What follows belongs to an exercise in optimizing a design on an open flow for small area, a short achievable clock period and few clock cycles; a production flow would make more cautious choices. Function was checked by simulation only, so behaviour that the tests miss may differ from the original. Power and IR drop assume default switching activity.

==> flow/design.v, too long to show whole: its modules and the start of the top module <==
// module filter: 1283 lines
// module filter_fa: 4 lines
// module filter_ha: 4 lines
module filter (
	input wire clk,
	input wire rst_n,
	input wire fc_valid,
	input wire [7:0] working_pixel,
	input signed [7:0] fc,
	input wire start,
	output reg [7:0] out_pixel,
	output reg out_valid,
	output wire [15:0] addr,
	output wire wen,
	output wire en,
	output wire [7:0] d
);
  // ...
==> flow/flow/run.sh <==
#!/bin/bash
# The standard layout (standard.sh), with timing repair asked to leave 6.9 ns of
# setup slack at the design's clock period, and larger clock-tree clusters.
set -euo pipefail
bash standard.sh SETUP_SLACK_MARGIN=6.9 \
  "CTS_ARGS=-sink_clustering_enable -repair_clock_nets -sink_clustering_size 25 -sink_clustering_max_diameter 100 -sink_buffer_max_cap_derate 1.0 -buf_list sky130_fd_sc_hd__clkbuf_16" \
  finish > flow_make.log 2>&1
==> flow/standard.sh <==
#!/bin/bash
# synth_recipe.tcl (not shown) runs the flow's synth.tcl, then flattens the netlist and writes it again
# the make line also repeats each setting of config.mk as NAME=value (left out here)
make -C /OpenROAD-flow-scripts/flow DESIGN_CONFIG=/design/flow/config.mk WORK_HOME=/design/flow/orfs CLKGATE_MAP_FILE= SYNTH_SCRIPT=/design/flow/synth_recipe.tcl "${@:-finish}"
==> flow/config.mk <==
export PLATFORM = sky130hd
export DESIGN_NAME = filter
export DESIGN_NICKNAME = filter
export VERILOG_FILES = /design/flow/design.v
export SDC_FILE = /design/flow/constraint.sdc
export NUM_CORES = 4
export LEC_CHECK = 0
export ABC_AREA = 1
export CAP_MARGIN = 20
export CORE_MARGIN = 2
export CORE_UTILIZATION = 60
export PLACE_DENSITY = 0.7
export SLEW_MARGIN = 20
export SYNTH_HIERARCHICAL = 1
export SYNTH_MINIMUM_KEEP_SIZE = 0
==> flow/constraint.sdc <==
create_clock -name core_clock -period 10.0 [get_ports {clk}]
set_input_delay 2.0000 -clock core_clock [delete_from_list [all_inputs] [get_ports {clk}]]
set_output_delay 2.0000 -clock core_clock [all_outputs]
set_load 0.01 [all_outputs]
==> impl_metrics.tcl, run 1 <==
set metrics [dict create \
    fin_ws_ps 6880 \
    post_dp_cell_area_um2 21400 \
    clock_latency_ps 560 \
    comb_power_share 0.346 \
    largestClassByArea "multi-input combinational cells" \
    core_um2 34500 \
    fin_skew_ps 39.4 \
    largest_register_ffs 200 \
    stdcell_count 2856 \
    initial_core_util 0.607 \
    drv_cap 0 \
    multi_input_cells 1644 \
    reg.largest.list "c: 200 flops, as: 80 flops, ac: 45 flops" \
    place_congestion 0.884 \
    worst_pin_slew_ps 754 \
    grt_busiest_layer "met2" \
    grt_pass1_wl_mm 82.5 \
    critical_path_class "register to register" \
    pg_comb_mw 1.52 \
    hold_depth 0 \
    rsz0062_at_grt "true" \
    slew_headroom 0.496 \
    grtUsageMet3 0.0532 \
    rr_endpoint "as[0][7]" \
    fin_crit_sh 0.312 \
    clockPowerShare 0.194 \
    cts_sinks 384 \
    drv_slew 0 \
    syn_to_final_growth_pct 10.5 \
    cts_max_level 1 \
    status "finished clean" \
    endpoint "as[0][7]" \
    seqPwrFrac 0.460 \
    die-height_um 191 \
    grt_max_degree 126 \
]
Testbench counts, summed over its fixed seeds: cycles 1,981,686.
==> run 2: changes to the inputs <==
--- a/flow/design.v
+++ b/flow/design.v
@@ -269,80 +269,80 @@
 	filter_fa m0_t7_fa (.a(m0_pp0_4), .b(m0_pp1_2), .c(m0_pp2_0), .s(m0_t7), .co(m0_t8));
 	filter_fa m0_t9_fa (.a(neg[2]), .b(bs[0][4]), .c(bc[0][4]), .s(m0_t9), .co(m0_t10));
 	filter_fa m0_t11_fa (.a(m0_pp0_5), .b(m0_pp1_3), .c(m0_pp2_1), .s(m0_t11), .co(m0_t12));
 	filter_fa m0_t13_fa (.a(m0_pp0_6), .b(m0_pp1_4), .c(m0_pp2_2), .s(m0_t13), .co(m0_t14));
 	filter_fa m0_t15_fa (.a(m0_pp3_0), .b(neg[3]), .c(bs[0][6]), .s(m0_t15), .co(m0_t16));
 	filter_fa m0_t17_fa (.a(m0_pp0_7), .b(m0_pp1_5), .c(m0_pp2_3), .s(m0_t17), .co(m0_t18));
 	filter_fa m0_t19_fa (.a(m0_pp0_8), .b(m0_pp1_6), .c(m0_pp2_4), .s(m0_t19), .co(m0_t20));
 	filter_fa m0_t21_fa (.a(m0_pp3_2), .b(bs[0][8]), .c(bc[0][8]), .s(m0_t21), .co(m0_t22));
-	filter_fa m0_t23_fa (.a(m0_pp1_7), .b(m0_pp2_5), .c(m0_pp3_3), .s(m0_t23), .co(m0_t24));
-	filter_fa m0_t25_fa (.a(m0_pp1_8), .b(m0_pp2_6), .c(m0_pp3_4), .s(m0_t25), .co(m0_t26));
+	filter_fa m0_t23_fa (.a(m0_pp1_8), .b(m0_pp2_6), .c(m0_pp3_4), .s(m0_t23), .co(m0_t24));
+	filter_ha m0_t25_ha (.a(bs[0][10]), .b(bc[0][10]), .s(m0_t25), .co(m0_t26));
 	filter_fa m0_t27_fa (.a(m0_pp2_7), .b(m0_pp3_5), .c(bs[0][11]), .s(m0_t27), .co(m0_t28));
 	filter_fa m0_t29_fa (.a(m0_pp2_8), .b(m0_pp3_6), .c(bs[0][12]), .s(m0_t29), .co(m0_t30));
 	filter_fa m0_t31_fa (.a(m0_pp3_7), .b(bs[0][13]), .c(bc[0][13]), .s(m0_t31), .co(m0_t32));
 	filter_fa m0_t33_fa (.a(m0_pp3_8), .b(bs[0][14]), .c(bc[0][14]), .s(m0_t33), .co(m0_t34));
 	filter_fa m0_t35_fa (.a(m0_pp0_1), .b(bs[0][1]), .c(m0_t2), .s(m0_t35), .co(m0_t36));
 	filter_fa m0_t37_fa (.a(m0_t7), .b(m0_t9), .c(m0_t6), .s(m0_t37), .co(m0_t38));
 	filter_fa m0_t39_fa (.a(bs[0][5]), .b(m0_t11), .c(m0_t8), .s(m0_t39), .co(m0_t40));
-	filter_fa m0_t41_fa (.a(bc[0][6]), .b(m0_t13), .c(m0_t15), .s(m0_t41), .co(m0_t42));
-	filter_fa m0_t43_fa (.a(m0_pp3_1), .b(bs[0][7]), .c(m0_t17), .s(m0_t43), .co(m0_t44));
+	filter_fa m0_t41_fa (.a(m0_pp3_1), .b(bs[0][7]), .c(bc[0][7]), .s(m0_t41), .co(m0_t42));
+	filter_fa m0_t43_fa (.a(m0_t17), .b(m0_t14), .c(m0_t16), .s(m0_t43), .co(m0_t44));
 	filter_fa m0_t45_fa (.a(m0_t19), .b(m0_t21), .c(m0_t18), .s(m0_t45), .co(m0_t46));
-	filter_fa m0_t47_fa (.a(bs[0][9]), .b(bc[0][9]), .c(m0_t23), .s(m0_t47), .co(m0_t48));
-	filter_fa m0_t49_fa (.a(bs[0][10]), .b(bc[0][10]), .c(m0_t25), .s(m0_t49), .co(m0_t50));
-	filter_fa m0_t51_fa (.a(bc[0][11]), .b(m0_t27), .c(m0_t26), .s(m0_t51), .co(m0_t52));
-	filter_fa m0_t53_fa (.a(bc[0][12]), .b(m0_t29), .c(m0_t28), .s(m0_t53), .co(m0_t54));
-	assign m0_t55 = bs[0][15] ^ bc[0][15] ^ m0_t34;
-	filter_fa m0_t56_fa (.a(bs[0][2]), .b(m0_t3), .c(m0_t36), .s(m0_t56), .co(m0_t57));
-	filter_fa m0_t58_fa (.a(m0_t10), .b(m0_t39), .c(m0_t38), .s(m0_t58), .co(m0_t59));
-	filter_fa m0_t60_fa (.a(m0_t12), .b(m0_t41), .c(m0_t40), .s(m0_t60), .co(m0_t61));
-	filter_fa m0_t62_fa (.a(m0_t14), .b(m0_t16), .c(m0_t43), .s(m0_t62), .co(m0_t63));
-	filter_fa m0_t64_fa (.a(m0_t20), .b(m0_t22), .c(m0_t47), .s(m0_t64), .co(m0_t65));
-	filter_fa m0_t66_fa (.a(m0_t24), .b(m0_t49), .c(m0_t48), .s(m0_t66), .co(m0_t67));
-	filter_fa m0_t68_fa (.a(m0_t31), .b(m0_t30), .c(m0_t54), .s(m0_t68), .co(m0_t69));
-	filter_fa m0_t70_fa (.a(m0_t5), .b(m0_t4), .c(m0_t57), .s(m0_t70), .co(m0_t71));
-	filter_fa m0_t72_fa (.a(m0_t42), .b(m0_t62), .c(m0_t61), .s(m0_t72), .co(m0_t73));
-	filter_fa m0_t74_fa (.a(m0_t45), .b(m0_t44), .c(m0_t63), .s(m0_t74), .co(m0_t75));
-	filter_ha m0_t76_ha (.a(m0_t46), .b(m0_t64), .s(m0_t76), .co(m0_t77));
-	filter_ha m0_t78_ha (.a(m0_t66), .b(m0_t65), .s(m0_t78), .co(m0_t79));
-	filter_fa m0_t80_fa (.a(m0_t51), .b(m0_t50), .c(m0_t67), .s(m0_t80), .co(m0_t81));
-	filter_ha m0_t82_ha (.a(m0_t53), .b(m0_t52), .s(m0_t82), .co(m0_t83));
-	filter_fa m0_t84_fa (.a(m0_t33), .b(m0_t32), .c(m0_t69), .s(m0_t84), .co(m0_t85));
+	filter_fa m0_t47_fa (.a(m0_pp1_7), .b(m0_pp2_5), .c(m0_pp3_3), .s(m0_t47), .co(m0_t48));
+	filter_ha m0_t49_ha (.a(bs[0][9]), .b(m0_t20), .s(m0_t49), .co(m0_t50));
+	filter_fa m0_t51_fa (.a(bc[0][11]), .b(m0_t27), .c(m0_t24), .s(m0_t51), .co(m0_t52));
+	filter_ha m0_t53_ha (.a(m0_t33), .b(m0_t32), .s(m0_t53), .co(m0_t54));
+	filter_fa m0_t55_fa (.a(bs[0][2]), .b(m0_t3), .c(m0_t36), .s(m0_t55), .co(m0_t56));
+	filter_fa m0_t57_fa (.a(m0_t10), .b(m0_t39), .c(m0_t38), .s(m0_t57), .co(m0_t58));
+	filter_fa m0_t59_fa (.a(m0_t13), .b(m0_t15), .c(m0_t12), .s(m0_t59), .co(m0_t60));
+	filter_fa m0_t61_fa (.a(m0_t45), .b(m0_t42), .c(m0_t44), .s(m0_t61), .co(m0_t62));
+	filter_fa m0_t63_fa (.a(m0_t22), .b(m0_t47), .c(m0_t49), .s(m0_t63), .co(m0_t64));
+	filter_fa m0_t65_fa (.a(m0_t23), .b(m0_t25), .c(m0_t48), .s(m0_t65), .co(m0_t66));
+	filter_fa m0_t67_fa (.a(bc[0][12]), .b(m0_t29), .c(m0_t28), .s(m0_t67), .co(m0_t68));
+	filter_fa m0_t69_fa (.a(m0_t5), .b(m0_t4), .c(m0_t56), .s(m0_t69), .co(m0_t70));
+	filter_fa m0_t71_fa (.a(m0_t40), .b(m0_t59), .c(m0_t58), .s(m0_t71), .co(m0_t72));
+	filter_fa m0_t73_fa (.a(m0_t41), .b(m0_t43), .c(m0_t60), .s(m0_t73), .co(m0_t74));
+	filter_fa m0_t75_fa (.a(m0_t46), .b(m0_t63), .c(m0_t62), .s(m0_t75), .co(m0_t76));
+	filter_fa m0_t77_fa (.a(m0_t50), .b(m0_t65), .c(m0_t64), .s(m0_t77), .co(m0_t78));
+	filter_fa m0_t79_fa (.a(m0_t26), .b(m0_t51), .c(m0_t66), .s(m0_t79), .co(m0_t80));
+	filter_ha m0_t81_ha (.a(m0_t52), .b(m0_t67), .s(m0_t81), .co(m0_t82));
+	filter_fa m0_t83_fa (.a(m0_t31), .b(m0_t30), .c(m0_t68), .s(m0_t83), .co(m0_t84));
+	assign m0_t85 = bs[0][15] ^ m0_t34 ^ m0_t54;
 	assign ns[0][0] = m0_t1;
 	assign nc[0][0] = 1'b0;
 	assign ns[0][1] = m0_t35;
 	assign nc[0][1] = 1'b0;
-	assign ns[0][2] = m0_t56;
+	assign ns[0][2] = m0_t55;
 	assign nc[0][2] = 1'b0;
-	assign ns[0][3] = m0_t70;
+	assign ns[0][3] = m0_t69;
 	assign nc[0][3] = 1'b0;
 	assign ns[0][4] = m0_t37;
-	assign nc[0][4] = m0_t71;
-	assign ns[0][5] = m0_t58;
+	assign nc[0][4] = m0_t70;
+	assign ns[0][5] = m0_t57;
 	assign nc[0][5] = 1'b0;
-	assign ns[0][6] = m0_t60;
-	assign nc[0][6] = m0_t59;
-	assign ns[0][7] = m0_t72;
-	assign nc[0][7] = 1'b0;
-	assign ns[0][8] = m0_t74;
-	assign nc[0][8] = m0_t73;
-	assign ns[0][9] = m0_t76;
-	assign nc[0][9] = m0_t75;
-	assign ns[0][10] = m0_t78;
-	assign nc[0][10] = m0_t77;
-	assign ns[0][11] = m0_t80;
-	assign nc[0][11] = m0_t79;
-	assign ns[0][12] = m0_t82;
-	assign nc[0][12] = m0_t81;
-	assign ns[0][13] = m0_t68;
-	assign nc[0][13] = m0_t83;
-	assign ns[0][14] = m0_t84;
-	assign nc[0][14] = 1'b0;
-	assign ns[0][15] = m0_t55;
-	assign nc[0][15] = m0_t85;
+	assign ns[0][6] = m0_t71;
+	assign nc[0][6] = 1'b0;
+	assign ns[0][7] = m0_t73;
+	assign nc[0][7] = m0_t72;
+	assign ns[0][8] = m0_t61;
+	assign nc[0][8] = m0_t74;
+	assign ns[0][9] = m0_t75;
+	assign nc[0][9] = 1'b0;
+	assign ns[0][10] = m0_t77;
+	assign nc[0][10] = m0_t76;
+	assign ns[0][11] = m0_t79;
+	assign nc[0][11] = m0_t78;
+	assign ns[0][12] = m0_t81;
+	assign nc[0][12] = m0_t80;
+	assign ns[0][13] = m0_t83;
+	assign nc[0][13] = m0_t82;
+	assign ns[0][14] = m0_t53;
+	assign nc[0][14] = m0_t84;
+	assign ns[0][15] = m0_t85;
+	assign nc[0][15] = 1'b0;
 	wire m1_pp0_0;
 	wire m1_pp0_1;
 	wire m1_pp0_2;
 	wire m1_pp0_3;
 	wire m1_pp0_4;
 	wire m1_pp0_5;
 	wire m1_pp0_6;
 	wire m1_pp0_7;
@@ -501,80 +501,80 @@
 	filter_fa m1_t7_fa (.a(m1_pp0_4), .b(m1_pp1_2), .c(m1_pp2_0), .s(m1_t7), .co(m1_t8));
 	filter_fa m1_t9_fa (.a(neg[2]), .b(bs[1][4]), .c(bc[1][4]), .s(m1_t9), .co(m1_t10));
 	filter_fa m1_t11_fa (.a(m1_pp0_5), .b(m1_pp1_3), .c(m1_pp2_1), .s(m1_t11), .co(m1_t12));
 	filter_fa m1_t13_fa (.a(m1_pp0_6), .b(m1_pp1_4), .c(m1_pp2_2), .s(m1_t13), .co(m1_t14));
 	filter_fa m1_t15_fa (.a(m1_pp3_0), .b(neg[3]), .c(bs[1][6]), .s(m1_t15), .co(m1_t16));
 	filter_fa m1_t17_fa (.a(m1_pp0_7), .b(m1_pp1_5), .c(m1_pp2_3), .s(m1_t17), .co(m1_t18));
 	filter_fa m1_t19_fa (.a(m1_pp0_8), .b(m1_pp1_6), .c(m1_pp2_4), .s(m1_t19), .co(m1_t20));
 	filter_fa m1_t21_fa (.a(m1_pp3_2), .b(bs[1][8]), .c(bc[1][8]), .s(m1_t21), .co(m1_t22));
-	filter_fa m1_t23_fa (.a(m1_pp1_7), .b(m1_pp2_5), .c(m1_pp3_3), .s(m1_t23), .co(m1_t24));
-	filter_fa m1_t25_fa (.a(m1_pp1_8), .b(m1_pp2_6), .c(m1_pp3_4), .s(m1_t25), .co(m1_t26));
+	filter_fa m1_t23_fa (.a(m1_pp1_8), .b(m1_pp2_6), .c(m1_pp3_4), .s(m1_t23), .co(m1_t24));
+	filter_ha m1_t25_ha (.a(bs[1][10]), .b(bc[1][10]), .s(m1_t25), .co(m1_t26));
 	filter_fa m1_t27_fa (.a(m1_pp2_7), .b(m1_pp3_5), .c(bs[1][11]), .s(m1_t27), .co(m1_t28));
 	filter_fa m1_t29_fa (.a(m1_pp2_8), .b(m1_pp3_6), .c(bs[1][12]), .s(m1_t29), .co(m1_t30));
 	filter_fa m1_t31_fa (.a(m1_pp3_7), .b(bs[1][13]), .c(bc[1][13]), .s(m1_t31), .co(m1_t32));
 	filter_fa m1_t33_fa (.a(m1_pp3_8), .b(bs[1][14]), .c(bc[1][14]), .s(m1_t33), .co(m1_t34));
 	filter_fa m1_t35_fa (.a(m1_pp0_1), .b(bs[1][1]), .c(m1_t2), .s(m1_t35), .co(m1_t36));
 	filter_fa m1_t37_fa (.a(m1_t7), .b(m1_t9), .c(m1_t6), .s(m1_t37), .co(m1_t38));
 	filter_fa m1_t39_fa (.a(bs[1][5]), .b(m1_t11), .c(m1_t8), .s(m1_t39), .co(m1_t40));
-	filter_fa m1_t41_fa (.a(bc[1][6]), .b(m1_t13), .c(m1_t15), .s(m1_t41), .co(m1_t42));
-	filter_fa m1_t43_fa (.a(m1_pp3_1), .b(bs[1][7]), .c(m1_t17), .s(m1_t43), .co(m1_t44));
+	filter_fa m1_t41_fa (.a(m1_pp3_1), .b(bs[1][7]), .c(bc[1][7]), .s(m1_t41), .co(m1_t42));
+	filter_fa m1_t43_fa (.a(m1_t17), .b(m1_t14), .c(m1_t16), .s(m1_t43), .co(m1_t44));
 	filter_fa m1_t45_fa (.a(m1_t19), .b(m1_t21), .c(m1_t18), .s(m1_t45), .co(m1_t46));
-	filter_fa m1_t47_fa (.a(bs[1][9]), .b(bc[1][9]), .c(m1_t23), .s(m1_t47), .co(m1_t48));
-	filter_fa m1_t49_fa (.a(bs[1][10]), .b(bc[1][10]), .c(m1_t25), .s(m1_t49), .co(m1_t50));
-	filter_fa m1_t51_fa (.a(bc[1][11]), .b(m1_t27), .c(m1_t26), .s(m1_t51), .co(m1_t52));
-	filter_fa m1_t53_fa (.a(bc[1][12]), .b(m1_t29), .c(m1_t28), .s(m1_t53), .co(m1_t54));
-	assign m1_t55 = bs[1][15] ^ bc[1][15] ^ m1_t34;
-	filter_fa m1_t56_fa (.a(bs[1][2]), .b(m1_t3), .c(m1_t36), .s(m1_t56), .co(m1_t57));
-	filter_fa m1_t58_fa (.a(m1_t10), .b(m1_t39), .c(m1_t38), .s(m1_t58), .co(m1_t59));
-	filter_fa m1_t60_fa (.a(m1_t12), .b(m1_t41), .c(m1_t40), .s(m1_t60), .co(m1_t61));
-	filter_fa m1_t62_fa (.a(m1_t14), .b(m1_t16), .c(m1_t43), .s(m1_t62), .co(m1_t63));
-	filter_fa m1_t64_fa (.a(m1_t20), .b(m1_t22), .c(m1_t47), .s(m1_t64), .co(m1_t65));
-	filter_fa m1_t66_fa (.a(m1_t24), .b(m1_t49), .c(m1_t48), .s(m1_t66), .co(m1_t67));
-	filter_fa m1_t68_fa (.a(m1_t31), .b(m1_t30), .c(m1_t54), .s(m1_t68), .co(m1_t69));
-	filter_fa m1_t70_fa (.a(m1_t5), .b(m1_t4), .c(m1_t57), .s(m1_t70), .co(m1_t71));
-	filter_fa m1_t72_fa (.a(m1_t42), .b(m1_t62), .c(m1_t61), .s(m1_t72), .co(m1_t73));
-	filter_fa m1_t74_fa (.a(m1_t45), .b(m1_t44), .c(m1_t63), .s(m1_t74), .co(m1_t75));
-	filter_ha m1_t76_ha (.a(m1_t46), .b(m1_t64), .s(m1_t76), .co(m1_t77));
-	filter_ha m1_t78_ha (.a(m1_t66), .b(m1_t65), .s(m1_t78), .co(m1_t79));
-	filter_fa m1_t80_fa (.a(m1_t51), .b(m1_t50), .c(m1_t67), .s(m1_t80), .co(m1_t81));
-	filter_ha m1_t82_ha (.a(m1_t53), .b(m1_t52), .s(m1_t82), .co(m1_t83));
-	filter_fa m1_t84_fa (.a(m1_t33), .b(m1_t32), .c(m1_t69), .s(m1_t84), .co(m1_t85));
+	filter_fa m1_t47_fa (.a(m1_pp1_7), .b(m1_pp2_5), .c(m1_pp3_3), .s(m1_t47), .co(m1_t48));
+	filter_ha m1_t49_ha (.a(bs[1][9]), .b(m1_t20), .s(m1_t49), .co(m1_t50));
+	filter_fa m1_t51_fa (.a(bc[1][11]), .b(m1_t27), .c(m1_t24), .s(m1_t51), .co(m1_t52));
+	filter_ha m1_t53_ha (.a(m1_t33), .b(m1_t32), .s(m1_t53), .co(m1_t54));
+	filter_fa m1_t55_fa (.a(bs[1][2]), .b(m1_t3), .c(m1_t36), .s(m1_t55), .co(m1_t56));
+	filter_fa m1_t57_fa (.a(m1_t10), .b(m1_t39), .c(m1_t38), .s(m1_t57), .co(m1_t58));
+	filter_fa m1_t59_fa (.a(m1_t13), .b(m1_t15), .c(m1_t12), .s(m1_t59), .co(m1_t60));
+	filter_fa m1_t61_fa (.a(m1_t45), .b(m1_t42), .c(m1_t44), .s(m1_t61), .co(m1_t62));
+	filter_fa m1_t63_fa (.a(m1_t22), .b(m1_t47), .c(m1_t49), .s(m1_t63), .co(m1_t64));
+	filter_fa m1_t65_fa (.a(m1_t23), .b(m1_t25), .c(m1_t48), .s(m1_t65), .co(m1_t66));
+	filter_fa m1_t67_fa (.a(bc[1][12]), .b(m1_t29), .c(m1_t28), .s(m1_t67), .co(m1_t68));
+	filter_fa m1_t69_fa (.a(m1_t5), .b(m1_t4), .c(m1_t56), .s(m1_t69), .co(m1_t70));
+	filter_fa m1_t71_fa (.a(m1_t40), .b(m1_t59), .c(m1_t58), .s(m1_t71), .co(m1_t72));
+	filter_fa m1_t73_fa (.a(m1_t41), .b(m1_t43), .c(m1_t60), .s(m1_t73), .co(m1_t74));
+	filter_fa m1_t75_fa (.a(m1_t46), .b(m1_t63), .c(m1_t62), .s(m1_t75), .co(m1_t76));
+	filter_fa m1_t77_fa (.a(m1_t50), .b(m1_t65), .c(m1_t64), .s(m1_t77), .co(m1_t78));
+	filter_fa m1_t79_fa (.a(m1_t26), .b(m1_t51), .c(m1_t66), .s(m1_t79), .co(m1_t80));
+	filter_ha m1_t81_ha (.a(m1_t52), .b(m1_t67), .s(m1_t81), .co(m1_t82));
+	filter_fa m1_t83_fa (.a(m1_t31), .b(m1_t30), .c(m1_t68), .s(m1_t83), .co(m1_t84));
+	assign m1_t85 = bs[1][15] ^ m1_t34 ^ m1_t54;
 	assign ns[1][0] = m1_t1;
 	assign nc[1][0] = 1'b0;
 	assign ns[1][1] = m1_t35;
 	assign nc[1][1] = 1'b0;
-	assign ns[1][2] = m1_t56;
+	assign ns[1][2] = m1_t55;
 	assign nc[1][2] = 1'b0;
-	assign ns[1][3] = m1_t70;
+	assign ns[1][3] = m1_t69;
 	assign nc[1][3] = 1'b0;
 	assign ns[1][4] = m1_t37;
-	assign nc[1][4] = m1_t71;
-	assign ns[1][5] = m1_t58;
+	assign nc[1][4] = m1_t70;
+	assign ns[1][5] = m1_t57;
 	assign nc[1][5] = 1'b0;
-	assign ns[1][6] = m1_t60;
-	assign nc[1][6] = m1_t59;
-	assign ns[1][7] = m1_t72;
-	assign nc[1][7] = 1'b0;
-	assign ns[1][8] = m1_t74;
-	assign nc[1][8] = m1_t73;
-	assign ns[1][9] = m1_t76;
-	assign nc[1][9] = m1_t75;
-	assign ns[1][10] = m1_t78;
-	assign nc[1][10] = m1_t77;
-	assign ns[1][11] = m1_t80;
-	assign nc[1][11] = m1_t79;
-	assign ns[1][12] = m1_t82;
-	assign nc[1][12] = m1_t81;
-	assign ns[1][13] = m1_t68;
-	assign nc[1][13] = m1_t83;
-	assign ns[1][14] = m1_t84;
-	assign nc[1][14] = 1'b0;
-	assign ns[1][15] = m1_t55;
-	assign nc[1][15] = m1_t85;
+	assign ns[1][6] = m1_t71;
+	assign nc[1][6] = 1'b0;
+	assign ns[1][7] = m1_t73;
+	assign nc[1][7] = m1_t72;
+	assign ns[1][8] = m1_t61;
+	assign nc[1][8] = m1_t74;
+	assign ns[1][9] = m1_t75;
+	assign nc[1][9] = 1'b0;
+	assign ns[1][10] = m1_t77;
+	assign nc[1][10] = m1_t76;
+	assign ns[1][11] = m1_t79;
+	assign nc[1][11] = m1_t78;
+	assign ns[1][12] = m1_t81;
+	assign nc[1][12] = m1_t80;
+	assign ns[1][13] = m1_t83;
+	assign nc[1][13] = m1_t82;
+	assign ns[1][14] = m1_t53;
+	assign nc[1][14] = m1_t84;
+	assign ns[1][15] = m1_t85;
+	assign nc[1][15] = 1'b0;
 	wire m2_pp0_0;
 	wire m2_pp0_1;
 	wire m2_pp0_2;
 	wire m2_pp0_3;
 	wire m2_pp0_4;
 	wire m2_pp0_5;
 	wire m2_pp0_6;
 	wire m2_pp0_7;
@@ -733,80 +733,80 @@
 	filter_fa m2_t7_fa (.a(m2_pp0_4), .b(m2_pp1_2), .c(m2_pp2_0), .s(m2_t7), .co(m2_t8));
 	filter_fa m2_t9_fa (.a(neg[2]), .b(bs[2][4]), .c(bc[2][4]), .s(m2_t9), .co(m2_t10));
 	filter_fa m2_t11_fa (.a(m2_pp0_5), .b(m2_pp1_3), .c(m2_pp2_1), .s(m2_t11), .co(m2_t12));
 	filter_fa m2_t13_fa (.a(m2_pp0_6), .b(m2_pp1_4), .c(m2_pp2_2), .s(m2_t13), .co(m2_t14));
 	filter_fa m2_t15_fa (.a(m2_pp3_0), .b(neg[3]), .c(bs[2][6]), .s(m2_t15), .co(m2_t16));
 	filter_fa m2_t17_fa (.a(m2_pp0_7), .b(m2_pp1_5), .c(m2_pp2_3), .s(m2_t17), .co(m2_t18));
 	filter_fa m2_t19_fa (.a(m2_pp0_8), .b(m2_pp1_6), .c(m2_pp2_4), .s(m2_t19), .co(m2_t20));
 	filter_fa m2_t21_fa (.a(m2_pp3_2), .b(bs[2][8]), .c(bc[2][8]), .s(m2_t21), .co(m2_t22));
-	filter_fa m2_t23_fa (.a(m2_pp1_7), .b(m2_pp2_5), .c(m2_pp3_3), .s(m2_t23), .co(m2_t24));
-	filter_fa m2_t25_fa (.a(m2_pp1_8), .b(m2_pp2_6), .c(m2_pp3_4), .s(m2_t25), .co(m2_t26));
+	filter_fa m2_t23_fa (.a(m2_pp1_8), .b(m2_pp2_6), .c(m2_pp3_4), .s(m2_t23), .co(m2_t24));
+	filter_ha m2_t25_ha (.a(bs[2][10]), .b(bc[2][10]), .s(m2_t25), .co(m2_t26));
 	filter_fa m2_t27_fa (.a(m2_pp2_7), .b(m2_pp3_5), .c(bs[2][11]), .s(m2_t27), .co(m2_t28));
 	filter_fa m2_t29_fa (.a(m2_pp2_8), .b(m2_pp3_6), .c(bs[2][12]), .s(m2_t29), .co(m2_t30));
 	filter_fa m2_t31_fa (.a(m2_pp3_7), .b(bs[2][13]), .c(bc[2][13]), .s(m2_t31), .co(m2_t32));
 	filter_fa m2_t33_fa (.a(m2_pp3_8), .b(bs[2][14]), .c(bc[2][14]), .s(m2_t33), .co(m2_t34));
 	filter_fa m2_t35_fa (.a(m2_pp0_1), .b(bs[2][1]), .c(m2_t2), .s(m2_t35), .co(m2_t36));
 	filter_fa m2_t37_fa (.a(m2_t7), .b(m2_t9), .c(m2_t6), .s(m2_t37), .co(m2_t38));
 	filter_fa m2_t39_fa (.a(bs[2][5]), .b(m2_t11), .c(m2_t8), .s(m2_t39), .co(m2_t40));
-	filter_fa m2_t41_fa (.a(bc[2][6]), .b(m2_t13), .c(m2_t15), .s(m2_t41), .co(m2_t42));
-	filter_fa m2_t43_fa (.a(m2_pp3_1), .b(bs[2][7]), .c(m2_t17), .s(m2_t43), .co(m2_t44));
+	filter_fa m2_t41_fa (.a(m2_pp3_1), .b(bs[2][7]), .c(bc[2][7]), .s(m2_t41), .co(m2_t42));
+	filter_fa m2_t43_fa (.a(m2_t17), .b(m2_t14), .c(m2_t16), .s(m2_t43), .co(m2_t44));
 	filter_fa m2_t45_fa (.a(m2_t19), .b(m2_t21), .c(m2_t18), .s(m2_t45), .co(m2_t46));
-	filter_fa m2_t47_fa (.a(bs[2][9]), .b(bc[2][9]), .c(m2_t23), .s(m2_t47), .co(m2_t48));
-	filter_fa m2_t49_fa (.a(bs[2][10]), .b(bc[2][10]), .c(m2_t25), .s(m2_t49), .co(m2_t50));
-	filter_fa m2_t51_fa (.a(bc[2][11]), .b(m2_t27), .c(m2_t26), .s(m2_t51), .co(m2_t52));
-	filter_fa m2_t53_fa (.a(bc[2][12]), .b(m2_t29), .c(m2_t28), .s(m2_t53), .co(m2_t54));
-	assign m2_t55 = bs[2][15] ^ bc[2][15] ^ m2_t34;
-	filter_fa m2_t56_fa (.a(bs[2][2]), .b(m2_t3), .c(m2_t36), .s(m2_t56), .co(m2_t57));
-	filter_fa m2_t58_fa (.a(m2_t10), .b(m2_t39), .c(m2_t38), .s(m2_t58), .co(m2_t59));
-	filter_fa m2_t60_fa (.a(m2_t12), .b(m2_t41), .c(m2_t40), .s(m2_t60), .co(m2_t61));
-	filter_fa m2_t62_fa (.a(m2_t14), .b(m2_t16), .c(m2_t43), .s(m2_t62), .co(m2_t63));
-	filter_fa m2_t64_fa (.a(m2_t20), .b(m2_t22), .c(m2_t47), .s(m2_t64), .co(m2_t65));
-	filter_fa m2_t66_fa (.a(m2_t24), .b(m2_t49), .c(m2_t48), .s(m2_t66), .co(m2_t67));
-	filter_fa m2_t68_fa (.a(m2_t31), .b(m2_t30), .c(m2_t54), .s(m2_t68), .co(m2_t69));
-	filter_fa m2_t70_fa (.a(m2_t5), .b(m2_t4), .c(m2_t57), .s(m2_t70), .co(m2_t71));
-	filter_fa m2_t72_fa (.a(m2_t42), .b(m2_t62), .c(m2_t61), .s(m2_t72), .co(m2_t73));
-	filter_fa m2_t74_fa (.a(m2_t45), .b(m2_t44), .c(m2_t63), .s(m2_t74), .co(m2_t75));
-	filter_ha m2_t76_ha (.a(m2_t46), .b(m2_t64), .s(m2_t76), .co(m2_t77));
-	filter_ha m2_t78_ha (.a(m2_t66), .b(m2_t65), .s(m2_t78), .co(m2_t79));
-	filter_fa m2_t80_fa (.a(m2_t51), .b(m2_t50), .c(m2_t67), .s(m2_t80), .co(m2_t81));
-	filter_ha m2_t82_ha (.a(m2_t53), .b(m2_t52), .s(m2_t82), .co(m2_t83));
-	filter_fa m2_t84_fa (.a(m2_t33), .b(m2_t32), .c(m2_t69), .s(m2_t84), .co(m2_t85));
+	filter_fa m2_t47_fa (.a(m2_pp1_7), .b(m2_pp2_5), .c(m2_pp3_3), .s(m2_t47), .co(m2_t48));
+	filter_ha m2_t49_ha (.a(bs[2][9]), .b(m2_t20), .s(m2_t49), .co(m2_t50));
+	filter_fa m2_t51_fa (.a(bc[2][11]), .b(m2_t27), .c(m2_t24), .s(m2_t51), .co(m2_t52));
+	filter_ha m2_t53_ha (.a(m2_t33), .b(m2_t32), .s(m2_t53), .co(m2_t54));
+	filter_fa m2_t55_fa (.a(bs[2][2]), .b(m2_t3), .c(m2_t36), .s(m2_t55), .co(m2_t56));
+	filter_fa m2_t57_fa (.a(m2_t10), .b(m2_t39), .c(m2_t38), .s(m2_t57), .co(m2_t58));
+	filter_fa m2_t59_fa (.a(m2_t13), .b(m2_t15), .c(m2_t12), .s(m2_t59), .co(m2_t60));
+	filter_fa m2_t61_fa (.a(m2_t45), .b(m2_t42), .c(m2_t44), .s(m2_t61), .co(m2_t62));
+	filter_fa m2_t63_fa (.a(m2_t22), .b(m2_t47), .c(m2_t49), .s(m2_t63), .co(m2_t64));
+	filter_fa m2_t65_fa (.a(m2_t23), .b(m2_t25), .c(m2_t48), .s(m2_t65), .co(m2_t66));
+	filter_fa m2_t67_fa (.a(bc[2][12]), .b(m2_t29), .c(m2_t28), .s(m2_t67), .co(m2_t68));
+	filter_fa m2_t69_fa (.a(m2_t5), .b(m2_t4), .c(m2_t56), .s(m2_t69), .co(m2_t70));
+	filter_fa m2_t71_fa (.a(m2_t40), .b(m2_t59), .c(m2_t58), .s(m2_t71), .co(m2_t72));
+	filter_fa m2_t73_fa (.a(m2_t41), .b(m2_t43), .c(m2_t60), .s(m2_t73), .co(m2_t74));
+	filter_fa m2_t75_fa (.a(m2_t46), .b(m2_t63), .c(m2_t62), .s(m2_t75), .co(m2_t76));
+	filter_fa m2_t77_fa (.a(m2_t50), .b(m2_t65), .c(m2_t64), .s(m2_t77), .co(m2_t78));
+	filter_fa m2_t79_fa (.a(m2_t26), .b(m2_t51), .c(m2_t66), .s(m2_t79), .co(m2_t80));
+	filter_ha m2_t81_ha (.a(m2_t52), .b(m2_t67), .s(m2_t81), .co(m2_t82));
+	filter_fa m2_t83_fa (.a(m2_t31), .b(m2_t30), .c(m2_t68), .s(m2_t83), .co(m2_t84));
+	assign m2_t85 = bs[2][15] ^ m2_t34 ^ m2_t54;
 	assign ns[2][0] = m2_t1;
 	assign nc[2][0] = 1'b0;
 	assign ns[2][1] = m2_t35;
 	assign nc[2][1] = 1'b0;
-	assign ns[2][2] = m2_t56;
+	assign ns[2][2] = m2_t55;
 	assign nc[2][2] = 1'b0;
-	assign ns[2][3] = m2_t70;
+	assign ns[2][3] = m2_t69;
 	assign nc[2][3] = 1'b0;
 	assign ns[2][4] = m2_t37;
-	assign nc[2][4] = m2_t71;
-	assign ns[2][5] = m2_t58;
+	assign nc[2][4] = m2_t70;
+	assign ns[2][5] = m2_t57;
 	assign nc[2][5] = 1'b0;
-	assign ns[2][6] = m2_t60;
-	assign nc[2][6] = m2_t59;
-	assign ns[2][7] = m2_t72;
-	assign nc[2][7] = 1'b0;
-	assign ns[2][8] = m2_t74;
-	assign nc[2][8] = m2_t73;
-	assign ns[2][9] = m2_t76;
-	assign nc[2][9] = m2_t75;
-	assign ns[2][10] = m2_t78;
-	assign nc[2][10] = m2_t77;
-	assign ns[2][11] = m2_t80;
-	assign nc[2][11] = m2_t79;
-	assign ns[2][12] = m2_t82;
-	assign nc[2][12] = m2_t81;
-	assign ns[2][13] = m2_t68;
-	assign nc[2][13] = m2_t83;
-	assign ns[2][14] = m2_t84;
-	assign nc[2][14] = 1'b0;
-	assign ns[2][15] = m2_t55;
-	assign nc[2][15] = m2_t85;
+	assign ns[2][6] = m2_t71;
+	assign nc[2][6] = 1'b0;
+	assign ns[2][7] = m2_t73;
+	assign nc[2][7] = m2_t72;
+	assign ns[2][8] = m2_t61;
+	assign nc[2][8] = m2_t74;
+	assign ns[2][9] = m2_t75;
+	assign nc[2][9] = 1'b0;
+	assign ns[2][10] = m2_t77;
+	assign nc[2][10] = m2_t76;
+	assign ns[2][11] = m2_t79;
+	assign nc[2][11] = m2_t78;
+	assign ns[2][12] = m2_t81;
+	assign nc[2][12] = m2_t80;
+	assign ns[2][13] = m2_t83;
+	assign nc[2][13] = m2_t82;
+	assign ns[2][14] = m2_t53;
+	assign nc[2][14] = m2_t84;
+	assign ns[2][15] = m2_t85;
+	assign nc[2][15] = 1'b0;
 	wire m3_pp0_0;
 	wire m3_pp0_1;
 	wire m3_pp0_2;
 	wire m3_pp0_3;
 	wire m3_pp0_4;
 	wire m3_pp0_5;
 	wire m3_pp0_6;
 	wire m3_pp0_7;
@@ -965,80 +965,80 @@
 	filter_fa m3_t7_fa (.a(m3_pp0_4), .b(m3_pp1_2), .c(m3_pp2_0), .s(m3_t7), .co(m3_t8));
 	filter_fa m3_t9_fa (.a(neg[2]), .b(bs[3][4]), .c(bc[3][4]), .s(m3_t9), .co(m3_t10));
 	filter_fa m3_t11_fa (.a(m3_pp0_5), .b(m3_pp1_3), .c(m3_pp2_1), .s(m3_t11), .co(m3_t12));
 	filter_fa m3_t13_fa (.a(m3_pp0_6), .b(m3_pp1_4), .c(m3_pp2_2), .s(m3_t13), .co(m3_t14));
 	filter_fa m3_t15_fa (.a(m3_pp3_0), .b(neg[3]), .c(bs[3][6]), .s(m3_t15), .co(m3_t16));
 	filter_fa m3_t17_fa (.a(m3_pp0_7), .b(m3_pp1_5), .c(m3_pp2_3), .s(m3_t17), .co(m3_t18));
 	filter_fa m3_t19_fa (.a(m3_pp0_8), .b(m3_pp1_6), .c(m3_pp2_4), .s(m3_t19), .co(m3_t20));
 	filter_fa m3_t21_fa (.a(m3_pp3_2), .b(bs[3][8]), .c(bc[3][8]), .s(m3_t21), .co(m3_t22));
-	filter_fa m3_t23_fa (.a(m3_pp1_7), .b(m3_pp2_5), .c(m3_pp3_3), .s(m3_t23), .co(m3_t24));
-	filter_fa m3_t25_fa (.a(m3_pp1_8), .b(m3_pp2_6), .c(m3_pp3_4), .s(m3_t25), .co(m3_t26));
+	filter_fa m3_t23_fa (.a(m3_pp1_8), .b(m3_pp2_6), .c(m3_pp3_4), .s(m3_t23), .co(m3_t24));
+	filter_ha m3_t25_ha (.a(bs[3][10]), .b(bc[3][10]), .s(m3_t25), .co(m3_t26));
 	filter_fa m3_t27_fa (.a(m3_pp2_7), .b(m3_pp3_5), .c(bs[3][11]), .s(m3_t27), .co(m3_t28));
 	filter_fa m3_t29_fa (.a(m3_pp2_8), .b(m3_pp3_6), .c(bs[3][12]), .s(m3_t29), .co(m3_t30));
 	filter_fa m3_t31_fa (.a(m3_pp3_7), .b(bs[3][13]), .c(bc[3][13]), .s(m3_t31), .co(m3_t32));
 	filter_fa m3_t33_fa (.a(m3_pp3_8), .b(bs[3][14]), .c(bc[3][14]), .s(m3_t33), .co(m3_t34));
 	filter_fa m3_t35_fa (.a(m3_pp0_1), .b(bs[3][1]), .c(m3_t2), .s(m3_t35), .co(m3_t36));
 	filter_fa m3_t37_fa (.a(m3_t7), .b(m3_t9), .c(m3_t6), .s(m3_t37), .co(m3_t38));
 	filter_fa m3_t39_fa (.a(bs[3][5]), .b(m3_t11), .c(m3_t8), .s(m3_t39), .co(m3_t40));
-	filter_fa m3_t41_fa (.a(bc[3][6]), .b(m3_t13), .c(m3_t15), .s(m3_t41), .co(m3_t42));
-	filter_fa m3_t43_fa (.a(m3_pp3_1), .b(bs[3][7]), .c(m3_t17), .s(m3_t43), .co(m3_t44));
+	filter_fa m3_t41_fa (.a(m3_pp3_1), .b(bs[3][7]), .c(bc[3][7]), .s(m3_t41), .co(m3_t42));
+	filter_fa m3_t43_fa (.a(m3_t17), .b(m3_t14), .c(m3_t16), .s(m3_t43), .co(m3_t44));
 	filter_fa m3_t45_fa (.a(m3_t19), .b(m3_t21), .c(m3_t18), .s(m3_t45), .co(m3_t46));
-	filter_fa m3_t47_fa (.a(bs[3][9]), .b(bc[3][9]), .c(m3_t23), .s(m3_t47), .co(m3_t48));
-	filter_fa m3_t49_fa (.a(bs[3][10]), .b(bc[3][10]), .c(m3_t25), .s(m3_t49), .co(m3_t50));
-	filter_fa m3_t51_fa (.a(bc[3][11]), .b(m3_t27), .c(m3_t26), .s(m3_t51), .co(m3_t52));
-	filter_fa m3_t53_fa (.a(bc[3][12]), .b(m3_t29), .c(m3_t28), .s(m3_t53), .co(m3_t54));
-	assign m3_t55 = bs[3][15] ^ bc[3][15] ^ m3_t34;
-	filter_fa m3_t56_fa (.a(bs[3][2]), .b(m3_t3), .c(m3_t36), .s(m3_t56), .co(m3_t57));
-	filter_fa m3_t58_fa (.a(m3_t10), .b(m3_t39), .c(m3_t38), .s(m3_t58), .co(m3_t59));
-	filter_fa m3_t60_fa (.a(m3_t12), .b(m3_t41), .c(m3_t40), .s(m3_t60), .co(m3_t61));
-	filter_fa m3_t62_fa (.a(m3_t14), .b(m3_t16), .c(m3_t43), .s(m3_t62), .co(m3_t63));
-	filter_fa m3_t64_fa (.a(m3_t20), .b(m3_t22), .c(m3_t47), .s(m3_t64), .co(m3_t65));
-	filter_fa m3_t66_fa (.a(m3_t24), .b(m3_t49), .c(m3_t48), .s(m3_t66), .co(m3_t67));
-	filter_fa m3_t68_fa (.a(m3_t31), .b(m3_t30), .c(m3_t54), .s(m3_t68), .co(m3_t69));
-	filter_fa m3_t70_fa (.a(m3_t5), .b(m3_t4), .c(m3_t57), .s(m3_t70), .co(m3_t71));
-	filter_fa m3_t72_fa (.a(m3_t42), .b(m3_t62), .c(m3_t61), .s(m3_t72), .co(m3_t73));
-	filter_fa m3_t74_fa (.a(m3_t45), .b(m3_t44), .c(m3_t63), .s(m3_t74), .co(m3_t75));
-	filter_ha m3_t76_ha (.a(m3_t46), .b(m3_t64), .s(m3_t76), .co(m3_t77));
-	filter_ha m3_t78_ha (.a(m3_t66), .b(m3_t65), .s(m3_t78), .co(m3_t79));
-	filter_fa m3_t80_fa (.a(m3_t51), .b(m3_t50), .c(m3_t67), .s(m3_t80), .co(m3_t81));
-	filter_ha m3_t82_ha (.a(m3_t53), .b(m3_t52), .s(m3_t82), .co(m3_t83));
-	filter_fa m3_t84_fa (.a(m3_t33), .b(m3_t32), .c(m3_t69), .s(m3_t84), .co(m3_t85));
+	filter_fa m3_t47_fa (.a(m3_pp1_7), .b(m3_pp2_5), .c(m3_pp3_3), .s(m3_t47), .co(m3_t48));
+	filter_ha m3_t49_ha (.a(bs[3][9]), .b(m3_t20), .s(m3_t49), .co(m3_t50));
+	filter_fa m3_t51_fa (.a(bc[3][11]), .b(m3_t27), .c(m3_t24), .s(m3_t51), .co(m3_t52));
+	filter_ha m3_t53_ha (.a(m3_t33), .b(m3_t32), .s(m3_t53), .co(m3_t54));
+	filter_fa m3_t55_fa (.a(bs[3][2]), .b(m3_t3), .c(m3_t36), .s(m3_t55), .co(m3_t56));
+	filter_fa m3_t57_fa (.a(m3_t10), .b(m3_t39), .c(m3_t38), .s(m3_t57), .co(m3_t58));
+	filter_fa m3_t59_fa (.a(m3_t13), .b(m3_t15), .c(m3_t12), .s(m3_t59), .co(m3_t60));
+	filter_fa m3_t61_fa (.a(m3_t45), .b(m3_t42), .c(m3_t44), .s(m3_t61), .co(m3_t62));
+	filter_fa m3_t63_fa (.a(m3_t22), .b(m3_t47), .c(m3_t49), .s(m3_t63), .co(m3_t64));
+	filter_fa m3_t65_fa (.a(m3_t23), .b(m3_t25), .c(m3_t48), .s(m3_t65), .co(m3_t66));
+	filter_fa m3_t67_fa (.a(bc[3][12]), .b(m3_t29), .c(m3_t28), .s(m3_t67), .co(m3_t68));
+	filter_fa m3_t69_fa (.a(m3_t5), .b(m3_t4), .c(m3_t56), .s(m3_t69), .co(m3_t70));
+	filter_fa m3_t71_fa (.a(m3_t40), .b(m3_t59), .c(m3_t58), .s(m3_t71), .co(m3_t72));
+	filter_fa m3_t73_fa (.a(m3_t41), .b(m3_t43), .c(m3_t60), .s(m3_t73), .co(m3_t74));
+	filter_fa m3_t75_fa (.a(m3_t46), .b(m3_t63), .c(m3_t62), .s(m3_t75), .co(m3_t76));
+	filter_fa m3_t77_fa (.a(m3_t50), .b(m3_t65), .c(m3_t64), .s(m3_t77), .co(m3_t78));
+	filter_fa m3_t79_fa (.a(m3_t26), .b(m3_t51), .c(m3_t66), .s(m3_t79), .co(m3_t80));
+	filter_ha m3_t81_ha (.a(m3_t52), .b(m3_t67), .s(m3_t81), .co(m3_t82));
+	filter_fa m3_t83_fa (.a(m3_t31), .b(m3_t30), .c(m3_t68), .s(m3_t83), .co(m3_t84));
+	assign m3_t85 = bs[3][15] ^ m3_t34 ^ m3_t54;
 	assign ns[3][0] = m3_t1;
 	assign nc[3][0] = 1'b0;
 	assign ns[3][1] = m3_t35;
 	assign nc[3][1] = 1'b0;
-	assign ns[3][2] = m3_t56;
+	assign ns[3][2] = m3_t55;
 	assign nc[3][2] = 1'b0;
-	assign ns[3][3] = m3_t70;
+	assign ns[3][3] = m3_t69;
 	assign nc[3][3] = 1'b0;
 	assign ns[3][4] = m3_t37;
-	assign nc[3][4] = m3_t71;
-	assign ns[3][5] = m3_t58;
+	assign nc[3][4] = m3_t70;
+	assign ns[3][5] = m3_t57;
 	assign nc[3][5] = 1'b0;
-	assign ns[3][6] = m3_t60;
-	assign nc[3][6] = m3_t59;
-	assign ns[3][7] = m3_t72;
-	assign nc[3][7] = 1'b0;
-	assign ns[3][8] = m3_t74;
-	assign nc[3][8] = m3_t73;
-	assign ns[3][9] = m3_t76;
-	assign nc[3][9] = m3_t75;
-	assign ns[3][10] = m3_t78;
-	assign nc[3][10] = m3_t77;
-	assign ns[3][11] = m3_t80;
-	assign nc[3][11] = m3_t79;
-	assign ns[3][12] = m3_t82;
-	assign nc[3][12] = m3_t81;
-	assign ns[3][13] = m3_t68;
-	assign nc[3][13] = m3_t83;
-	assign ns[3][14] = m3_t84;
-	assign nc[3][14] = 1'b0;
-	assign ns[3][15] = m3_t55;
-	assign nc[3][15] = m3_t85;
+	assign ns[3][6] = m3_t71;
+	assign nc[3][6] = 1'b0;
+	assign ns[3][7] = m3_t73;
+	assign nc[3][7] = m3_t72;
+	assign ns[3][8] = m3_t61;
+	assign nc[3][8] = m3_t74;
+	assign ns[3][9] = m3_t75;
+	assign nc[3][9] = 1'b0;
+	assign ns[3][10] = m3_t77;
+	assign nc[3][10] = m3_t76;
+	assign ns[3][11] = m3_t79;
+	assign nc[3][11] = m3_t78;
+	assign ns[3][12] = m3_t81;
+	assign nc[3][12] = m3_t80;
+	assign ns[3][13] = m3_t83;
+	assign nc[3][13] = m3_t82;
+	assign ns[3][14] = m3_t53;
+	assign nc[3][14] = m3_t84;
+	assign ns[3][15] = m3_t85;
+	assign nc[3][15] = 1'b0;
 	wire m4_pp0_0;
 	wire m4_pp0_1;
 	wire m4_pp0_2;
 	wire m4_pp0_3;
 	wire m4_pp0_4;
 	wire m4_pp0_5;
 	wire m4_pp0_6;
 	wire m4_pp0_7;
@@ -1197,80 +1197,80 @@
 	filter_fa m4_t7_fa (.a(m4_pp0_4), .b(m4_pp1_2), .c(m4_pp2_0), .s(m4_t7), .co(m4_t8));
 	filter_fa m4_t9_fa (.a(neg[2]), .b(bs[4][4]), .c(bc[4][4]), .s(m4_t9), .co(m4_t10));
 	filter_fa m4_t11_fa (.a(m4_pp0_5), .b(m4_pp1_3), .c(m4_pp2_1), .s(m4_t11), .co(m4_t12));
 	filter_fa m4_t13_fa (.a(m4_pp0_6), .b(m4_pp1_4), .c(m4_pp2_2), .s(m4_t13), .co(m4_t14));
 	filter_fa m4_t15_fa (.a(m4_pp3_0), .b(neg[3]), .c(bs[4][6]), .s(m4_t15), .co(m4_t16));
 	filter_fa m4_t17_fa (.a(m4_pp0_7), .b(m4_pp1_5), .c(m4_pp2_3), .s(m4_t17), .co(m4_t18));
 	filter_fa m4_t19_fa (.a(m4_pp0_8), .b(m4_pp1_6), .c(m4_pp2_4), .s(m4_t19), .co(m4_t20));
 	filter_fa m4_t21_fa (.a(m4_pp3_2), .b(bs[4][8]), .c(bc[4][8]), .s(m4_t21), .co(m4_t22));
-	filter_fa m4_t23_fa (.a(m4_pp1_7), .b(m4_pp2_5), .c(m4_pp3_3), .s(m4_t23), .co(m4_t24));
-	filter_fa m4_t25_fa (.a(m4_pp1_8), .b(m4_pp2_6), .c(m4_pp3_4), .s(m4_t25), .co(m4_t26));
+	filter_fa m4_t23_fa (.a(m4_pp1_8), .b(m4_pp2_6), .c(m4_pp3_4), .s(m4_t23), .co(m4_t24));
+	filter_ha m4_t25_ha (.a(bs[4][10]), .b(bc[4][10]), .s(m4_t25), .co(m4_t26));
 	filter_fa m4_t27_fa (.a(m4_pp2_7), .b(m4_pp3_5), .c(bs[4][11]), .s(m4_t27), .co(m4_t28));
 	filter_fa m4_t29_fa (.a(m4_pp2_8), .b(m4_pp3_6), .c(bs[4][12]), .s(m4_t29), .co(m4_t30));
 	filter_fa m4_t31_fa (.a(m4_pp3_7), .b(bs[4][13]), .c(bc[4][13]), .s(m4_t31), .co(m4_t32));
 	filter_fa m4_t33_fa (.a(m4_pp3_8), .b(bs[4][14]), .c(bc[4][14]), .s(m4_t33), .co(m4_t34));
 	filter_fa m4_t35_fa (.a(m4_pp0_1), .b(bs[4][1]), .c(m4_t2), .s(m4_t35), .co(m4_t36));
 	filter_fa m4_t37_fa (.a(m4_t7), .b(m4_t9), .c(m4_t6), .s(m4_t37), .co(m4_t38));
 	filter_fa m4_t39_fa (.a(bs[4][5]), .b(m4_t11), .c(m4_t8), .s(m4_t39), .co(m4_t40));
-	filter_fa m4_t41_fa (.a(bc[4][6]), .b(m4_t13), .c(m4_t15), .s(m4_t41), .co(m4_t42));
-	filter_fa m4_t43_fa (.a(m4_pp3_1), .b(bs[4][7]), .c(m4_t17), .s(m4_t43), .co(m4_t44));
+	filter_fa m4_t41_fa (.a(m4_pp3_1), .b(bs[4][7]), .c(bc[4][7]), .s(m4_t41), .co(m4_t42));
+	filter_fa m4_t43_fa (.a(m4_t17), .b(m4_t14), .c(m4_t16), .s(m4_t43), .co(m4_t44));
 	filter_fa m4_t45_fa (.a(m4_t19), .b(m4_t21), .c(m4_t18), .s(m4_t45), .co(m4_t46));
-	filter_fa m4_t47_fa (.a(bs[4][9]), .b(bc[4][9]), .c(m4_t23), .s(m4_t47), .co(m4_t48));
-	filter_fa m4_t49_fa (.a(bs[4][10]), .b(bc[4][10]), .c(m4_t25), .s(m4_t49), .co(m4_t50));
-	filter_fa m4_t51_fa (.a(bc[4][11]), .b(m4_t27), .c(m4_t26), .s(m4_t51), .co(m4_t52));
-	filter_fa m4_t53_fa (.a(bc[4][12]), .b(m4_t29), .c(m4_t28), .s(m4_t53), .co(m4_t54));
-	assign m4_t55 = bs[4][15] ^ bc[4][15] ^ m4_t34;
-	filter_fa m4_t56_fa (.a(bs[4][2]), .b(m4_t3), .c(m4_t36), .s(m4_t56), .co(m4_t57));
-	filter_fa m4_t58_fa (.a(m4_t10), .b(m4_t39), .c(m4_t38), .s(m4_t58), .co(m4_t59));
-	filter_fa m4_t60_fa (.a(m4_t12), .b(m4_t41), .c(m4_t40), .s(m4_t60), .co(m4_t61));
-	filter_fa m4_t62_fa (.a(m4_t14), .b(m4_t16), .c(m4_t43), .s(m4_t62), .co(m4_t63));
-	filter_fa m4_t64_fa (.a(m4_t20), .b(m4_t22), .c(m4_t47), .s(m4_t64), .co(m4_t65));
-	filter_fa m4_t66_fa (.a(m4_t24), .b(m4_t49), .c(m4_t48), .s(m4_t66), .co(m4_t67));
-	filter_fa m4_t68_fa (.a(m4_t31), .b(m4_t30), .c(m4_t54), .s(m4_t68), .co(m4_t69));
-	filter_fa m4_t70_fa (.a(m4_t5), .b(m4_t4), .c(m4_t57), .s(m4_t70), .co(m4_t71));
-	filter_fa m4_t72_fa (.a(m4_t42), .b(m4_t62), .c(m4_t61), .s(m4_t72), .co(m4_t73));
-	filter_fa m4_t74_fa (.a(m4_t45), .b(m4_t44), .c(m4_t63), .s(m4_t74), .co(m4_t75));
-	filter_ha m4_t76_ha (.a(m4_t46), .b(m4_t64), .s(m4_t76), .co(m4_t77));
-	filter_ha m4_t78_ha (.a(m4_t66), .b(m4_t65), .s(m4_t78), .co(m4_t79));
-	filter_fa m4_t80_fa (.a(m4_t51), .b(m4_t50), .c(m4_t67), .s(m4_t80), .co(m4_t81));
-	filter_ha m4_t82_ha (.a(m4_t53), .b(m4_t52), .s(m4_t82), .co(m4_t83));
-	filter_fa m4_t84_fa (.a(m4_t33), .b(m4_t32), .c(m4_t69), .s(m4_t84), .co(m4_t85));
+	filter_fa m4_t47_fa (.a(m4_pp1_7), .b(m4_pp2_5), .c(m4_pp3_3), .s(m4_t47), .co(m4_t48));
+	filter_ha m4_t49_ha (.a(bs[4][9]), .b(m4_t20), .s(m4_t49), .co(m4_t50));
+	filter_fa m4_t51_fa (.a(bc[4][11]), .b(m4_t27), .c(m4_t24), .s(m4_t51), .co(m4_t52));
+	filter_ha m4_t53_ha (.a(m4_t33), .b(m4_t32), .s(m4_t53), .co(m4_t54));
+	filter_fa m4_t55_fa (.a(bs[4][2]), .b(m4_t3), .c(m4_t36), .s(m4_t55), .co(m4_t56));
+	filter_fa m4_t57_fa (.a(m4_t10), .b(m4_t39), .c(m4_t38), .s(m4_t57), .co(m4_t58));
+	filter_fa m4_t59_fa (.a(m4_t13), .b(m4_t15), .c(m4_t12), .s(m4_t59), .co(m4_t60));
+	filter_fa m4_t61_fa (.a(m4_t45), .b(m4_t42), .c(m4_t44), .s(m4_t61), .co(m4_t62));
+	filter_fa m4_t63_fa (.a(m4_t22), .b(m4_t47), .c(m4_t49), .s(m4_t63), .co(m4_t64));
+	filter_fa m4_t65_fa (.a(m4_t23), .b(m4_t25), .c(m4_t48), .s(m4_t65), .co(m4_t66));
+	filter_fa m4_t67_fa (.a(bc[4][12]), .b(m4_t29), .c(m4_t28), .s(m4_t67), .co(m4_t68));
+	filter_fa m4_t69_fa (.a(m4_t5), .b(m4_t4), .c(m4_t56), .s(m4_t69), .co(m4_t70));
+	filter_fa m4_t71_fa (.a(m4_t40), .b(m4_t59), .c(m4_t58), .s(m4_t71), .co(m4_t72));
+	filter_fa m4_t73_fa (.a(m4_t41), .b(m4_t43), .c(m4_t60), .s(m4_t73), .co(m4_t74));
+	filter_fa m4_t75_fa (.a(m4_t46), .b(m4_t63), .c(m4_t62), .s(m4_t75), .co(m4_t76));
+	filter_fa m4_t77_fa (.a(m4_t50), .b(m4_t65), .c(m4_t64), .s(m4_t77), .co(m4_t78));
+	filter_fa m4_t79_fa (.a(m4_t26), .b(m4_t51), .c(m4_t66), .s(m4_t79), .co(m4_t80));
+	filter_ha m4_t81_ha (.a(m4_t52), .b(m4_t67), .s(m4_t81), .co(m4_t82));
+	filter_fa m4_t83_fa (.a(m4_t31), .b(m4_t30), .c(m4_t68), .s(m4_t83), .co(m4_t84));
+	assign m4_t85 = bs[4][15] ^ m4_t34 ^ m4_t54;
 	assign ns[4][0] = m4_t1;
 	assign nc[4][0] = 1'b0;
 	assign ns[4][1] = m4_t35;
 	assign nc[4][1] = 1'b0;
-	assign ns[4][2] = m4_t56;
+	assign ns[4][2] = m4_t55;
 	assign nc[4][2] = 1'b0;
-	assign ns[4][3] = m4_t70;
+	assign ns[4][3] = m4_t69;
 	assign nc[4][3] = 1'b0;
 	assign ns[4][4] = m4_t37;
-	assign nc[4][4] = m4_t71;
-	assign ns[4][5] = m4_t58;
+	assign nc[4][4] = m4_t70;
+	assign ns[4][5] = m4_t57;
 	assign nc[4][5] = 1'b0;
-	assign ns[4][6] = m4_t60;
-	assign nc[4][6] = m4_t59;
-	assign ns[4][7] = m4_t72;
-	assign nc[4][7] = 1'b0;
-	assign ns[4][8] = m4_t74;
-	assign nc[4][8] = m4_t73;
-	assign ns[4][9] = m4_t76;
-	assign nc[4][9] = m4_t75;
-	assign ns[4][10] = m4_t78;
-	assign nc[4][10] = m4_t77;
-	assign ns[4][11] = m4_t80;
-	assign nc[4][11] = m4_t79;
-	assign ns[4][12] = m4_t82;
-	assign nc[4][12] = m4_t81;
-	assign ns[4][13] = m4_t68;
-	assign nc[4][13] = m4_t83;
-	assign ns[4][14] = m4_t84;
-	assign nc[4][14] = 1'b0;
-	assign ns[4][15] = m4_t55;
-	assign nc[4][15] = m4_t85;
+	assign ns[4][6] = m4_t71;
+	assign nc[4][6] = 1'b0;
+	assign ns[4][7] = m4_t73;
+	assign nc[4][7] = m4_t72;
+	assign ns[4][8] = m4_t61;
+	assign nc[4][8] = m4_t74;
+	assign ns[4][9] = m4_t75;
+	assign nc[4][9] = 1'b0;
+	assign ns[4][10] = m4_t77;
+	assign nc[4][10] = m4_t76;
+	assign ns[4][11] = m4_t79;
+	assign nc[4][11] = m4_t78;
+	assign ns[4][12] = m4_t81;
+	assign nc[4][12] = m4_t80;
+	assign ns[4][13] = m4_t83;
+	assign nc[4][13] = m4_t82;
+	assign ns[4][14] = m4_t53;
+	assign nc[4][14] = m4_t84;
+	assign ns[4][15] = m4_t85;
+	assign nc[4][15] = 1'b0;
 	integer b;
 	always @(posedge clk)
 		for (b = 0; b < 5; b = b + 1) begin
 			as[b] <= ns[b];
 			ac[b] <= nc[b];
 		end
 	wire [15:0] res = as[4] + ac[4];
 	always @(posedge clk) begin
==> flow/config.mk (replaced) <==
export PLATFORM = sky130hd
export DESIGN_NAME = filter
export DESIGN_NICKNAME = filter
export VERILOG_FILES = /design/flow/design.v
export SDC_FILE = /design/flow/constraint.sdc
export NUM_CORES = 4
export LEC_CHECK = 0
export ABC_CLOCK_PERIOD_IN_PS = 3000
export CAP_MARGIN = 20
export CORE_MARGIN = 2
export CORE_UTILIZATION = 60
export PLACE_DENSITY = 0.7
export SLEW_MARGIN = 20
export SYNTH_HIERARCHICAL = 1
export SYNTH_MINIMUM_KEEP_SIZE = 0
==> run 2 against run 1 <==
Still clean on timing, DRC and antenna; power rose by 29%; global-route usage down 4.1 points; final cell count is 23% lower; sequential cell count shrank 5.
==> impl_metrics.tcl, run 2 <==
set metrics [dict create \
    status "finished clean" \
    path_buf_inv 1 \
    pre_cts_ws_ps 5800 \
    num-fill-cells 2600 \
    synth_top_area_frac 0.359 \
    seq_area_um2 7700 \
    ant_nets 0 \
    grt_pass1_vias 13867 \
    hold_viol 0 \
    die_w_um 192 \
    path_delay_family "flip-flops" \
    num_rows 68 \
    ys_async_sr_fraction 0 \
    postLayoutCoreUtil 0.659 \
    synthCells 1781 \
    r2r_slack_ps 6970 \
    dieArea_um2 36700 \
    grt_max_degree 122 \
    r2r_cells 6 \
    fin_crit_sh 0.307 \
    critPathRequiredTime_ps 8000 \
    drt-vias-per-instance 5.92 \
    drt_iter0_markers 868 \
    cts_sinks 379 \
    hp-class "register to register" \
    clk_pin_slew_worst_paths_ps 90 \
    cpPeakStageDelay_ps 340 \
    final_nets 2004 \
    reg.largest.list "c: 200 flops, as: 80 flops, ac: 40 flops" \
    die-height_um 192 \
    ys_types 60 \
    drv_cap 0 \
    yosys-top-cells-count "dfxtp_1 (379), mux2_2 (299), fa_1 (192)" \
    drt-total-wl_mm 47.0 \
    setup_tns_ps 0 \
    initial_core_util 0.610 \
    multi_input_area_um2 12700 \
    gr-usage-met2 0.425 \
    hpwl_mm 29.3 \
    routedWlPerCell_um 21.4 \
    synth_ff_type "dfxtp_1" \
    slew_headroom 0.555 \
    vias 13003 \
    vdd_drop_max_mv 0.175 \
    firstDrtPassIters 6 \
    whs_ps 329 \
    final_cell_mix "dfxtp_1 (318), mux2_2 (299), fa_1 (192), xnor2_1 (174), a22oi_1 (140)" \
    regToRegStartpoint "sh2" \
    postLayoutCellArea_um2 22800 \
    ys_ff_latch 379 \
    p_leak_nw 9.18 \
    synth_edf_count 0 \
    crit_path_end_kind "output pin" \
    regMostFlops "c" \
    clock.fmax_mhz 325 \
    grt_antenna_before_repair 0 \
    powerDensity_nw_per_um2 247 \
    syn_area_um2 21100 \
    numCtsBuffers 19 \
    rr_endpoint "as[2][9]" \
    stdcell_count 2196 \
    power_mw 5.65 \
    critical_path_class "register to output pin" \
    worstHoldStart "sh1" \
    post_dp_cell_area_um2 21500 \
    core_um2 34600 \
    path_max_fanout 2 \
    largest_register_ffs 200 \
    cts_tree "done" \
    synthTopCellsByArea "dfxtp_1 (36%), fa_1 (18%), mux2_2 (16%), xnor2_1 (7.2%), a22oi_1 (5.0%)" \
    syn_to_final_growth_pct 8.11 \
    setup_viol 0 \
    synth.most_common_cell "dfxtp_1" \
    synth-seq-area-share 0.359 \
    whs_endpoint "sh2" \
    grt_busiest_layer "met2" \
    place_congestion 0.786 \
    fin_crit_ps 3070 \
    ctsHoldBuffers 0 \
    port_buffers 44 \
    ios 55 \
    grtUsageTotal 0.248 \
    fin_ws_ps 6930 \
    clock_latency_ps 540 \
    worst_pin_slew_ps 667 \
    dpl.cell_count 2135 \
    antennaDiodeCount 0 \
    cp-start-kind "register" \
    crit_path_cell_trace "clkdlybuf4s15_2" \
    cpMaxStageDelayCell "dfxtp_2" \
    grtUsageMet3 0.0253 \
    overflow 0 \
    use_met1 0.336 \
    crit_arrival_ps 1070 \
    hold_depth 0 \
    synth_largest_area_cell "dfxtp_1" \
    yosys_warnings 13 \
    final_common_cell "dfxtp_1" \
    drc_errors 0 \
    cts_max_level 1 \
    cts_root_buffer "clkbuf_16" \
    drv_slew 0 \
    final_layout_size_suffix_gt1_frac 0.275 \
    rsz0062_at_grt "true" \
    grt_pass1_wl_mm 71.9 \
    fin_skew_ps 18.7 \
    clock_path_buffers 3 \
    avgSynthCellArea_um2 11.9 \
]
==> run 2: per-layer routing <==
metal / vias to the layer above / wire [um] / share of wire
met3: 59 / 3040 / 0.065
li1: 5997 / - / -
met4: 0 / 741 / 0.016
met1: 6544 / 20600 / 0.44
met5: - / 0 / 0
met2: 403 / 22600 / 0.48
==> run 2: layout make-up <==
type	count	share of cell area
flip-flops and latches	379	0.337
well taps	455	0.0249
inverters	16	0.00263
clock inverters	3	0.00219
clock buffers	19	0.0208
repair buffers	99	0.0543
multi-input cells	1225	0.558
==> run 2: repair_timing <==
item                       CTS  global route
setup endpoints to repair  169            95
setup buffers               20             6
resized for setup          134            84
pin swaps                    0             3
cloned                       0            13
hold endpoints to repair     0             0
==> run 2: cells by family after synthesis <==
group                      count (synthesis)  share of synthesized area
adders and majority gates                244                      0.213
DFF                                      379                      0.359
and+or+nand+nor                          200                     0.0488
muxes                                    310                      0.165
xor gates and xnor gates                 213                     0.0884
AOI/OAI and AO/OA                        248                     0.0853
buffers and inverters                    185                     0.0401
other                                      2                   0.000356
==> run 2: worst max-delay path by stage <==
| stage | startpoint | end | slack (ps) | cells past startpoint |
|---|---|---|---|---|
| global placement | fc_valid | c[7][0] | 5830 | 3 |
| finish | rr[2] | addr[10] | 6930 | 1 |
| CTS | out_pixel[6] | out_pixel[6] | 6900 | 1 |
| detailed placement | fc_valid | c[17][0] | 5800 | 3 |
| floorplan | neg[0] | as[0][6] | 6880 | 7 |
| global route | sh2 | as[2][9] | 6870 | 6 |
==> run 2: per-module statistics from Yosys (local to each module, per instance) <==
| module | cell area [um^2] | cells inside | flip-flops and latches | copies in the design |
|---|---|---|---|---|
| filter | 17100 | 1571 | 379 | 1 |
| filter_fa | 20.0 | 1 | 0 | 190 |
| filter_ha | 12.5 | 1 | 0 | 20 |
==> run 2: report_power, final <==
group / internal (mW) / switching [mW]
Sequential: 2.14 / 0.592
Combinational: 1.13 / 0.914
Clock: 0.374 / 0.492
Testbench counts of run 2, summed over its fixed seeds: cycles 1,981,686.

==> static timing again, ports no longer ideal <==
How much do the figures lean on ideal ports? The routed layouts below were timed once more, with nothing changed but the port constraints. Step 1 sets driving cells, clkbuf_16 on the clock port and buf_2 on the other inputs (assumed; they add their load-dependent delay and slew). Step 2 moves the port delays by t, midway between the first and last clock arrival at a register: inputs arrive t later, outputs are due t later. That takes back most of the time a late clock gives input paths. a / b / c = no drivers / after step 1 / after step 2; a / b = the first two.
run	shift t [ns]	setup WS [ns]	worst hold slack (ns)
run 1	0.595	6.883 / 6.883 / 6.471	0.341 / 0.341 / 0.341
run 2	0.579	6.926 / 6.875 / 6.463	0.329 / 0.329 / 0.329
After both steps setup and hold are still met in every run listed. The setup slack of run 2, which loses most, moves by -0.051 ns with the drivers and by -0.463 ns with both steps.
